Source: an optimization exercise on an open RTL-to-GDS flow (aim: small area). Production flows keep margins and buffers that such runs may drop.
At most, simulation tests tie the RTL to the original design; equivalence was not proved.
Power and IR drop assume default switching activity. The flow treats the clock pin as an ideal source, which a real chip does not have.

Setup of build 84:
==> flow/design.v (excerpt) <==
module ANITA3_simple_trigger( clk250_i,
										rst_i,
										L1_i,
										trig_o,
										scal_o,
										scal_L1_o,
										disable_i,
										refpulse_i,
										mon_scal_o,
										ant_mask_i,
										phi_mask_i,
										phi_o,
										count_o
										);
	input clk250_i;
	input rst_i;
	input [47:0] L1_i;
	input [31:0] ant_mask_i;
	input [31:0] phi_mask_i;
	output trig_o;
	output [31:0] phi_o;
	output [31:0] scal_o;
	output [31:0] scal_L1_o;
	input refpulse_i;
	output [31:0] mon_scal_o;
	output [7:0] count_o;
	input disable_i;
	wire [31:0] phi_n;
	wire [31:0] hold_n;
	wire [15:0] any_trig_next;
	ANITA3_simple_trigger_map u_map(.clk250_i(clk250_i),
											  .mask_i(ant_mask_i),
											  .L1_i(L1_i),
											  .V_pol_phi_n_o(phi_n[15:0]),
											  .H_pol_phi_n_o(phi_n[31:16]));
	reg [4:0] rst_age;
	reg valid;
	wire rst_hold = rst_i | (rst_age[4:1] == 4'd0);
	always @(posedge clk250_i) begin
		if (rst_i) begin
			rst_age <= 5'd0;
			valid <= 1'b0;
		end else begin
			if (!valid) rst_age <= rst_age + 5'd1;
			if (rst_age == 5'd17) valid <= 1'b1;
		end
	end
	reg [15:0] V_pol_pat;
	reg [15:0] H_pol_pat;
	reg rf_trigger;
	reg any_rf_trigger;
	reg any_rf_next;
	reg [1:0] raw_rf_trigger;
	wire trigger_holdoff;
	reg [7:0] raw_rf_count;
	reg rf_count_flag;
	reg [7:0] rf_count;
	reg trig_disable;
	generate
		genvar p, j;
		for (p = 0; p < 2; p = p + 1) begin : POL
			for (j = 0; j < 8; j = j + 1) begin : PAIR
				srl_oneshot u_pair(.clk250_i(clk250_i),
										 .rst_i(rst_i),
										 .rst_hold_i(rst_hold),
										 .valid_i(valid),
										 .phi_n_i(phi_n[16*p+2*j +: 2]),
										 .phi_n_next_i(phi_n[16*p+(2*j+2)%16]),
										 .pmask_i(phi_mask_i[16*p+2*j +: 2]),
										 .hold_n_o(hold_n[16*p+2*j +: 2]),
										 .any_trig_next_o(any_trig_next[8*p+j]),
										 .scal_L1_o(scal_L1_o[16*p+2*j +: 2]),
										 .scal_o(scal_o[16*p+2*j +: 2]));
			end
		end
		genvar i;
		for (i = 0; i < 32; i = i + 1) begin : MON
			srl_oneshot_with_ref u_mon(.clk250_i(clk250_i),.rst_i(rst_i),.valid_i(valid),
												.pulse_i(refpulse_i),.flag_i(scal_o[i]),
												.mon_scal_o(mon_scal_o[i]));
		end
	endgenerate
  ...
Settings: LEC_CHECK=0, CAP_MARGIN=0, CORE_MARGIN=2, CORE_UTILIZATION=75, PLACE_DENSITY=0.85, SLEW_MARGIN=0; clock period 4.0 ns.
standard.sh (not shown) runs the stock make flow with config.mk's settings and CLKGATE_MAP_FILE= SYNTH_SCRIPT=/design/flow/synth_recipe.tcl, a recipe that flattens the netlist after the stock synthesis.
==> flow/flow/run.sh <==
#!/bin/bash
set -euo pipefail
export BUFFER_PORTS_ARGS="-buffer_cell sky130_fd_sc_hd__buf_1"
export CTS_ARGS="-sink_clustering_enable -repair_clock_nets -dont_use_dummy_load -buf_list sky130_fd_sc_hd__clkbuf_8 -sink_clustering_size 19 -sink_clustering_max_diameter 60"

bash standard.sh finish > standard_make.log 2>&1
## Diff of input files: build 43 against build 84
==> flow/flow/run.sh <==
#!/bin/bash
set -euo pipefail
export BUFFER_PORTS_ARGS="-buffer_cell sky130_fd_sc_hd__buf_1"
export CTS_ARGS="-sink_clustering_enable -repair_clock_nets -dont_use_dummy_load -buf_list sky130_fd_sc_hd__clkbuf_8 -sink_clustering_size 20 -sink_clustering_max_diameter 60"

bash standard.sh finish > standard_make.log 2>&1
--- a/flow/config.mk
+++ b/flow/config.mk
@@ -8 +8 @@
-export CAP_MARGIN = 0
+export CAP_MARGIN = 20
@@ -10,3 +10,3 @@
-export CORE_UTILIZATION = 75
-export PLACE_DENSITY = 0.85
-export SLEW_MARGIN = 0
+export CORE_UTILIZATION = 85
+export PLACE_DENSITY = 0.92
+export SLEW_MARGIN = 20
==> run summary <==
Looking at final HPWL from detailed placement, build 43 sits 8200 µm higher than build 84 does. Comparing build 84 and build 43, the lower vertical extent of the die is on build 43. For build 43, the flow was terminated by a tool error in 3_5_place_dp and produced no final design. Comparing build 84 with build 43, the combined area of all synthesized cells came out essentially unchanged.
--- input diff build 43..build 26 ---
==> flow/flow/run.sh <==
#!/bin/bash
set -euo pipefail
export BUFFER_PORTS_ARGS="-buffer_cell sky130_fd_sc_hd__buf_1"
export CTS_ARGS="-sink_clustering_enable -repair_clock_nets -dont_use_dummy_load -buf_list sky130_fd_sc_hd__clkbuf_8 -sink_clustering_size 18 -sink_clustering_max_diameter 60"

bash standard.sh finish > standard_make.log 2>&1
--- a/flow/config.mk
+++ b/flow/config.mk
@@ -10,2 +10,2 @@
-export CORE_UTILIZATION = 85
-export PLACE_DENSITY = 0.92
+export CORE_UTILIZATION = 75
+export PLACE_DENSITY = 0.85
### Flow results
- Build 26: done, clean on timing, DRC and antenna
- Reported for build 26 and build 43, fraction of registers with async set/reset turned out identical to the last digit.
- In the flow results for build 26 and build 43, the die extent in x is smaller on build 43.
- Build 26: effective utilization at floorplan 10 points below build 43
> inputs changed (build 26 -> build 97)
==> flow/flow/run.sh <==
#!/bin/bash
set -euo pipefail
export BUFFER_PORTS_ARGS="-buffer_cell sky130_fd_sc_hd__buf_1"
export CTS_ARGS="-sink_clustering_enable -repair_clock_nets -dont_use_dummy_load -buf_list sky130_fd_sc_hd__clkbuf_8 -sink_clustering_size 19 -sink_clustering_max_diameter 60"

bash standard.sh finish > standard_make.log 2>&1
Notes after the runs:
Sequential share of layout area across build 26 and build 97: no real change.
Diff build 97..build 26 | number of hold buffers added after CTS | unchanged
Arrival time reported for the critical path endpoint ends up higher on build 26.
In build 97, the slew of the pin with the lowest slew margin came out 28 ps below the value in build 26.
Vias: build 97 more than build 26
Build 97 vs build 26 — clock power dropped about 2%.
Build 26 -> build 97: leakage power figure flat

========
Setup of job 3000:
ANITA3_simple_trigger, a different RTL version from the one above (not shown whole).
Size: about 2400 cells after synthesis, ~1600 flip-flops, roughly 250 I/O pins, about 37000 µm² of cells after synthesis.
clock: 4.0 ns
lec_check: 0
cap_margin: 20
core_margin: 2
core_utilization: 75
place_density: 0.85
slew_margin: 20
==> flow/flow/run.sh <==
#!/bin/bash
set -euo pipefail
export BUFFER_PORTS_ARGS="-buffer_cell sky130_fd_sc_hd__buf_1"
export CTS_ARGS="-sink_clustering_enable -repair_clock_nets -dont_use_dummy_load -buf_list sky130_fd_sc_hd__clkbuf_16 -sink_clustering_size 32 -sink_clustering_max_diameter 70"

bash standard.sh finish > standard_make.log 2>&1
Job 3000 completed end to end with timing, DRC and antenna clean.
Relative to job 3000, the following input files were edited for job 3006:
# job 3000
export LEC_CHECK = 0
export CAP_MARGIN = 20
export CORE_MARGIN = 2
export CORE_UTILIZATION = 75
export PLACE_DENSITY = 0.85
export SLEW_MARGIN = 20
create_clock -name core_clock -period 4.0 [get_ports {clk250_i}]
# job 3006
export LEC_CHECK = 0
export CAP_MARGIN = 20
export CORE_MARGIN = 2
export CORE_UTILIZATION = 60
export PLACE_DENSITY = 0.7
export SLEW_MARGIN = 20
create_clock -name core_clock -period 4.0 [get_ports {clk250_i}]
==> flow/flow/run.sh <==
#!/bin/bash
set -euo pipefail
export BUFFER_PORTS_ARGS="-buffer_cell sky130_fd_sc_hd__buf_1"
export CTS_ARGS="-sink_clustering_enable -repair_clock_nets -dont_use_dummy_load -buf_list sky130_fd_sc_hd__clkbuf_8 -sink_clustering_size 20 -sink_clustering_max_diameter 50"

bash standard.sh finish > standard_make.log 2>&1
==> run summary <==
Maximum cell stage delay along the critical path, job 3006 and job 3000: higher on job 3000
Compared job 3006 vs job 3000, and worst hold slack is down in job 3006.
The sum of met2 wire segment lengths after detailed routing number comes out higher for job 3000 vs job 3006.
In job 3006 the wire length of the first global-routing pass turned out 13% lower than in job 3000.
Ratio of routed vias to standard cells ends up higher on job 3000.
When job 3006 is measured against job 3000, its final area turns out about 0.5% higher.
Slowest cell on the critical path = dfxtp_1: job 3006; slowest cell on the critical path = or3_2: job 3000
Clock skew, job 3006 and job 3000: larger value in job 3006
Compared with job 3000, job 3006 shows a lower power share of the clock group.
Compared job 3006 against job 3000; share of the synthesized area in compound gates (AO/OA/AOI/OAI) within noise.
In the flow results for job 3006 and job 3000, the reported net switching power is smaller on job 3006.
Summary: with job 3000 as the reference, total power in job 3006 moved down slightly.

========
## run G
The RTL this note starts from:
==> flow/design.v <==
`timescale 1ns / 1ps
module srl_oneshot(
		input clk250_i,
		input rst_i,
		input valid_i,
		input trig_i,
		output hold_o,
		output scal_o
    );
	reg flag;
	reg [15:0] delay_line;
	always @(posedge clk250_i) begin
		if (rst_i) flag <= 1'b0;
		else if (trig_i) flag <= 1'b1;
		else if (delay_line[15] && valid_i) flag <= 1'b0;
		delay_line <= {delay_line[14:0],trig_i};
	end
	assign scal_o = flag;
	assign hold_o = delay_line[1];
endmodule
`timescale 1ns / 1ps
module srl_oneshot_with_ref(
		input clk250_i,
		input rst_i,
		input valid_i,
		input pulse_i,
		input trig_i,
		output mon_scal_o,
		output scal_o
    );
	reg [1:0] mon_flag_reg;
	reg mon_flag;
	reg flag;
	reg [15:0] delay_line;
	reg [15:0] mon_delay_line;
	wire mon_edge = mon_flag_reg[0] && !mon_flag_reg[1];
	always @(posedge clk250_i) begin
		if (rst_i) begin
			mon_flag_reg[1] <= 1'b1;
			mon_flag <= 1'b0;
			flag <= 1'b0;
		end else begin
			mon_flag_reg[1] <= mon_flag_reg[0];
			if (mon_edge) mon_flag <= 1'b1;
			else if (mon_delay_line[15] && valid_i) mon_flag <= 1'b0;
			if (trig_i) flag <= 1'b1;
			else if (delay_line[15] && valid_i) flag <= 1'b0;
		end
		mon_flag_reg[0] <= flag & pulse_i;
		mon_delay_line <= {mon_delay_line[14:0],mon_edge};
		delay_line <= {delay_line[14:0],trig_i};
	end
	assign scal_o = flag;
	assign mon_scal_o = mon_flag;
endmodule
`timescale 1ns / 1ps
module ANITA3_trigger_holdoff(
		input clk250_i,
		input rst_i,
		input trig_i,
		output holdoff_o
    );
	reg holdoff_div_2;
	reg [3:0] holdoff_counter;
	wire [4:0] holdoff_counter_plus_one = holdoff_counter + 1;
	reg trigger_holdoff;
	reg clear_holdoff;
	always @(posedge clk250_i) begin
		if (rst_i) begin
			trigger_holdoff <= 0;
			holdoff_div_2 <= 0;
			holdoff_counter <= {4{1'b0}};
			clear_holdoff <= 0;
		end else begin
			if (clear_holdoff) trigger_holdoff <= 0;
			else if (trig_i) trigger_holdoff <= 1;
			if (!trigger_holdoff) holdoff_div_2 <= 0;
			else holdoff_div_2 <= ~holdoff_div_2;
			if (!trigger_holdoff) holdoff_counter <= {4{1'b0}};
			else if (holdoff_div_2) holdoff_counter <= holdoff_counter_plus_one;
			clear_holdoff <= holdoff_counter_plus_one[4];
		end
	end
	assign holdoff_o = trigger_holdoff;
endmodule
`timescale 1ns / 1ps
module ANITA3_simple_trigger_map(
		input clk250_i,
		input [47:0] L1_i,
		input [31:0] mask_i,
		output [15:0] V_pol_phi_o,
		output [15:0] H_pol_phi_o
    );
	wire [15:0] V_in;
	wire [15:0] H_in;
	assign V_in[0]  = L1_i[4*2+0];  assign V_in[4]  = L1_i[4*2+1];
	assign H_in[0]  = L1_i[4*2+2];  assign H_in[4]  = L1_i[4*2+3];
	assign V_in[2]  = L1_i[4*3+0];  assign V_in[6]  = L1_i[4*3+1];
	assign H_in[2]  = L1_i[4*3+2];  assign H_in[6]  = L1_i[4*3+3];
	assign V_in[1]  = L1_i[4*4+0];  assign V_in[5]  = L1_i[4*4+1];
	assign H_in[1]  = L1_i[4*4+2];  assign H_in[5]  = L1_i[4*4+3];
	assign V_in[3]  = L1_i[4*5+0];  assign V_in[7]  = L1_i[4*5+1];
	assign H_in[3]  = L1_i[4*5+2];  assign H_in[7]  = L1_i[4*5+3];
	assign V_in[15] = L1_i[4*6+0];  assign V_in[11] = L1_i[4*6+1];
	assign H_in[15] = L1_i[4*6+2];  assign H_in[11] = L1_i[4*6+3];
	assign V_in[13] = L1_i[4*7+0];  assign V_in[9]  = L1_i[4*7+1];
	assign H_in[13] = L1_i[4*7+2];  assign H_in[9]  = L1_i[4*7+3];
	assign V_in[14] = L1_i[4*8+0];  assign V_in[10] = L1_i[4*8+1];
	assign H_in[14] = L1_i[4*8+2];  assign H_in[10] = L1_i[4*8+3];
	assign V_in[12] = L1_i[4*9+0];  assign V_in[8]  = L1_i[4*9+1];
	assign H_in[12] = L1_i[4*9+2];  assign H_in[8]  = L1_i[4*9+3];
	reg [15:0] V_pol_phi_reg;
	reg [15:0] H_pol_phi_reg;
	reg [15:0] V_pol_phi_pipe;
	reg [15:0] H_pol_phi_pipe;
	always @(posedge clk250_i) begin
		V_pol_phi_reg <= V_in & ~mask_i[15:0];
		H_pol_phi_reg <= H_in & ~mask_i[31:16];
		V_pol_phi_pipe <= V_pol_phi_reg;
		H_pol_phi_pipe <= H_pol_phi_reg;
	end
	assign V_pol_phi_o = V_pol_phi_pipe;
	assign H_pol_phi_o = H_pol_phi_pipe;
endmodule
`timescale 1ns / 1ps
module ANITA3_simple_trigger( clk250_i,
										rst_i,
										L1_i,
										trig_o,
										scal_o,
										scal_L1_o,
										disable_i,
										refpulse_i,
										mon_scal_o,
										ant_mask_i,
										phi_mask_i,
										phi_o,
										count_o
										);
	input clk250_i;
	input rst_i;
	input [47:0] L1_i;
	input [31:0] ant_mask_i;
	input [31:0] phi_mask_i;
	output trig_o;
	output [31:0] phi_o;
	output [31:0] scal_o;
	output [31:0] scal_L1_o;
	input refpulse_i;
	output [31:0] mon_scal_o;
	output [7:0] count_o;
	input disable_i;
	wire [15:0] V_pol_phi;
	wire [15:0] H_pol_phi;
	wire [15:0] V_pol_hold;
	wire [15:0] H_pol_hold;
	ANITA3_simple_trigger_map u_map(.clk250_i(clk250_i),
											  .mask_i(ant_mask_i),
											  .L1_i(L1_i),
											  .V_pol_phi_o(V_pol_phi),
											  .H_pol_phi_o(H_pol_phi));
	reg [1:0] rst_d;
	always @(posedge clk250_i) rst_d <= {rst_d[0], rst_i};
	wire rst_hold = rst_i | rst_d[0] | rst_d[1];
	reg [4:0] rst_age;
	wire valid = rst_age[4] & rst_age[1];
	always @(posedge clk250_i) begin
		if (rst_i) rst_age <= 5'd0;
		else if (!valid) rst_age <= rst_age + 5'd1;
	end
	reg [15:0] V_pol_trig;
	reg [15:0] H_pol_trig;
	reg [15:0] V_pol_pat;
	reg [15:0] H_pol_pat;
	reg rf_trigger;
	reg any_rf_trigger;
	reg [1:0] raw_rf_trigger;
	wire trigger_holdoff;
	reg [7:0] raw_rf_count;
	reg rf_count_flag;
	reg [7:0] rf_count;
	reg trig_disable;
	generate
		genvar i;
		for (i=0;i<16;i=i+1) begin : RF_TRIG
			srl_oneshot l1v_scaler(.clk250_i(clk250_i),.rst_i(rst_hold),.valid_i(valid),.trig_i(V_pol_phi[i]),
													.hold_o(V_pol_hold[i]),.scal_o(scal_L1_o[i]));
			srl_oneshot l1h_scaler(.clk250_i(clk250_i),.rst_i(rst_hold),.valid_i(valid),.trig_i(H_pol_phi[i]),
													.hold_o(H_pol_hold[i]),.scal_o(scal_L1_o[16+i]));
			srl_oneshot_with_ref v_scaler(.clk250_i(clk250_i),.rst_i(rst_i),.valid_i(valid),.trig_i(V_pol_trig[i]),.pulse_i(refpulse_i),
													.scal_o(scal_o[i]), .mon_scal_o(mon_scal_o[i]));
			srl_oneshot_with_ref h_scaler(.clk250_i(clk250_i),.rst_i(rst_i),.valid_i(valid),.trig_i(H_pol_trig[i]),.pulse_i(refpulse_i),
													.scal_o(scal_o[16+i]), .mon_scal_o(mon_scal_o[16+i]));
			always @(posedge clk250_i) begin
				if (rst_hold) begin
					V_pol_trig[i] <= 1'b0;
					H_pol_trig[i] <= 1'b0;
				end else begin
					V_pol_trig[i] <= V_pol_phi[i] && V_pol_phi[(i+1)%16] && !phi_mask_i[i];
					H_pol_trig[i] <= H_pol_phi[i] && H_pol_phi[(i+1)%16] && !phi_mask_i[16+i];
				end
			end
		end
	endgenerate
	wire latch_pat = any_rf_trigger && !trigger_holdoff;
	wire pat_load = latch_pat & ~rst_i;
	wire pat_keep = ~latch_pat & ~rst_i;
	always @(posedge clk250_i) begin
		V_pol_pat <= (V_pol_hold & {16{pat_load}}) | (V_pol_pat & {16{pat_keep}});
		H_pol_pat <= (H_pol_hold & {16{pat_load}}) | (H_pol_pat & {16{pat_keep}});
	end
	always @(posedge clk250_i) begin
		if (rst_i) begin
			trig_disable <= 1'b0;
			any_rf_trigger <= 1'b0;
			rf_trigger <= 1'b0;
			raw_rf_trigger <= 2'b00;
			rf_count_flag <= 1'b0;
			raw_rf_count <= 8'd0;
			rf_count <= 8'd0;
		end else begin
			trig_disable <= disable_i;
			any_rf_trigger <= (|H_pol_trig) | (|V_pol_trig);
			rf_trigger <= latch_pat && !trig_disable;
			raw_rf_trigger <= {raw_rf_trigger[0],any_rf_trigger};
			rf_count_flag <= raw_rf_trigger[0] && !raw_rf_trigger[1];
			if (rf_count_flag) raw_rf_count <= raw_rf_count + 8'd1;
			if (rf_count_flag && trigger_holdoff) rf_count <= raw_rf_count;
		end
	end
	ANITA3_trigger_holdoff u_rf_holdoff(.clk250_i(clk250_i),
													.rst_i(rst_i),
													.trig_i(any_rf_trigger),
													.holdoff_o(trigger_holdoff));
	assign trig_o = rf_trigger;
	assign phi_o = {H_pol_pat,V_pol_pat};
	assign count_o = rf_count;
endmodule
clock: 4.0 ns
lec_check: 0
cap_margin: 20
core_margin: 2
core_utilization: 40
slew_margin: 20
==> flow/flow/run.sh <==
#!/bin/bash
set -euo pipefail
export BUFFER_PORTS_ARGS="-buffer_cell sky130_fd_sc_hd__buf_1"
export CTS_ARGS="-sink_clustering_enable -repair_clock_nets -dont_use_dummy_load -buf_list sky130_fd_sc_hd__clkbuf_16 -sink_clustering_size 40 -sink_clustering_max_diameter 60"

bash standard.sh finish > standard_make.log 2>&1
diff inputs: run G => run R
==> flow/flow/run.sh <==
#!/bin/bash
# Standard ORFS layout with three changes: port buffers are buf_1, CTS uses
# clkbuf_8 sink clusters of up to 20 flops, and CTS adds no dummy loads.
set -euo pipefail
export BUFFER_PORTS_ARGS="-buffer_cell sky130_fd_sc_hd__buf_1"
export CTS_ARGS="-sink_clustering_enable -repair_clock_nets -buf_list sky130_fd_sc_hd__clkbuf_8 -sink_clustering_size 20 -sink_clustering_max_diameter 60 -dont_use_dummy_load"
bash standard.sh finish > standard_make.log 2>&1
[summary]
Re number of stages on the worst setup path: no difference whatsoever between run G and run R.
Route | run R vs run G | wire shorter in run R
Proportion of power drawn by combinational gates: run G vs run R — no meaningful difference
In terms of wire length of the first global-routing pass, run G and run R differ only marginally.
Higher areal power density over the cells goes to run G over run R.
Run R finished all stages; the layout is clean.
No run of this note included a check of the RTL's function; only the layout flow was run.

==> re-timing with driven ports <==
In the flow no input, the clock included, has a driving cell. The finished layouts below were timed again as built, in two steps.
Step 1 (the two cells are an assumption about what drives the block):
set clk [get_ports {clk250_i}]
set_driving_cell -lib_cell sky130_fd_sc_hd__clkbuf_16 $clk
set_driving_cell -lib_cell sky130_fd_sc_hd__buf_2 [delete_from_list [all_inputs] $clk]
Step 2 moves the port delays by t, midway between the first and last clock arrival at a register: inputs arrive t later, outputs are due t later. That takes back most of the time a late clock gives input paths.
Three values: no drivers, after step 1, after step 2; two values: the first two.
run | t (ns) | setup WS [ns] | worst setup path after step 2
build 84 | 0.764 | 1.798 / 1.740 / 1.106 | input to register
build 26 | 0.750 | 1.767 / 1.708 / 1.087 | input to register
build 97 | 0.764 | 1.798 / 1.740 / 1.106 | input to register
job 3000 | 0.701 | 1.672 / 1.649 / 0.995 | input to register
job 3006 | 0.737 | 1.694 / 1.638 / 1.260 | input to register
run G | 0.731 | 1.757 / 1.689 / 1.542 | input to register
run R | 0.775 | 1.728 / 1.663 / 1.575 | input to register
After both steps setup and hold are still met in every run listed.
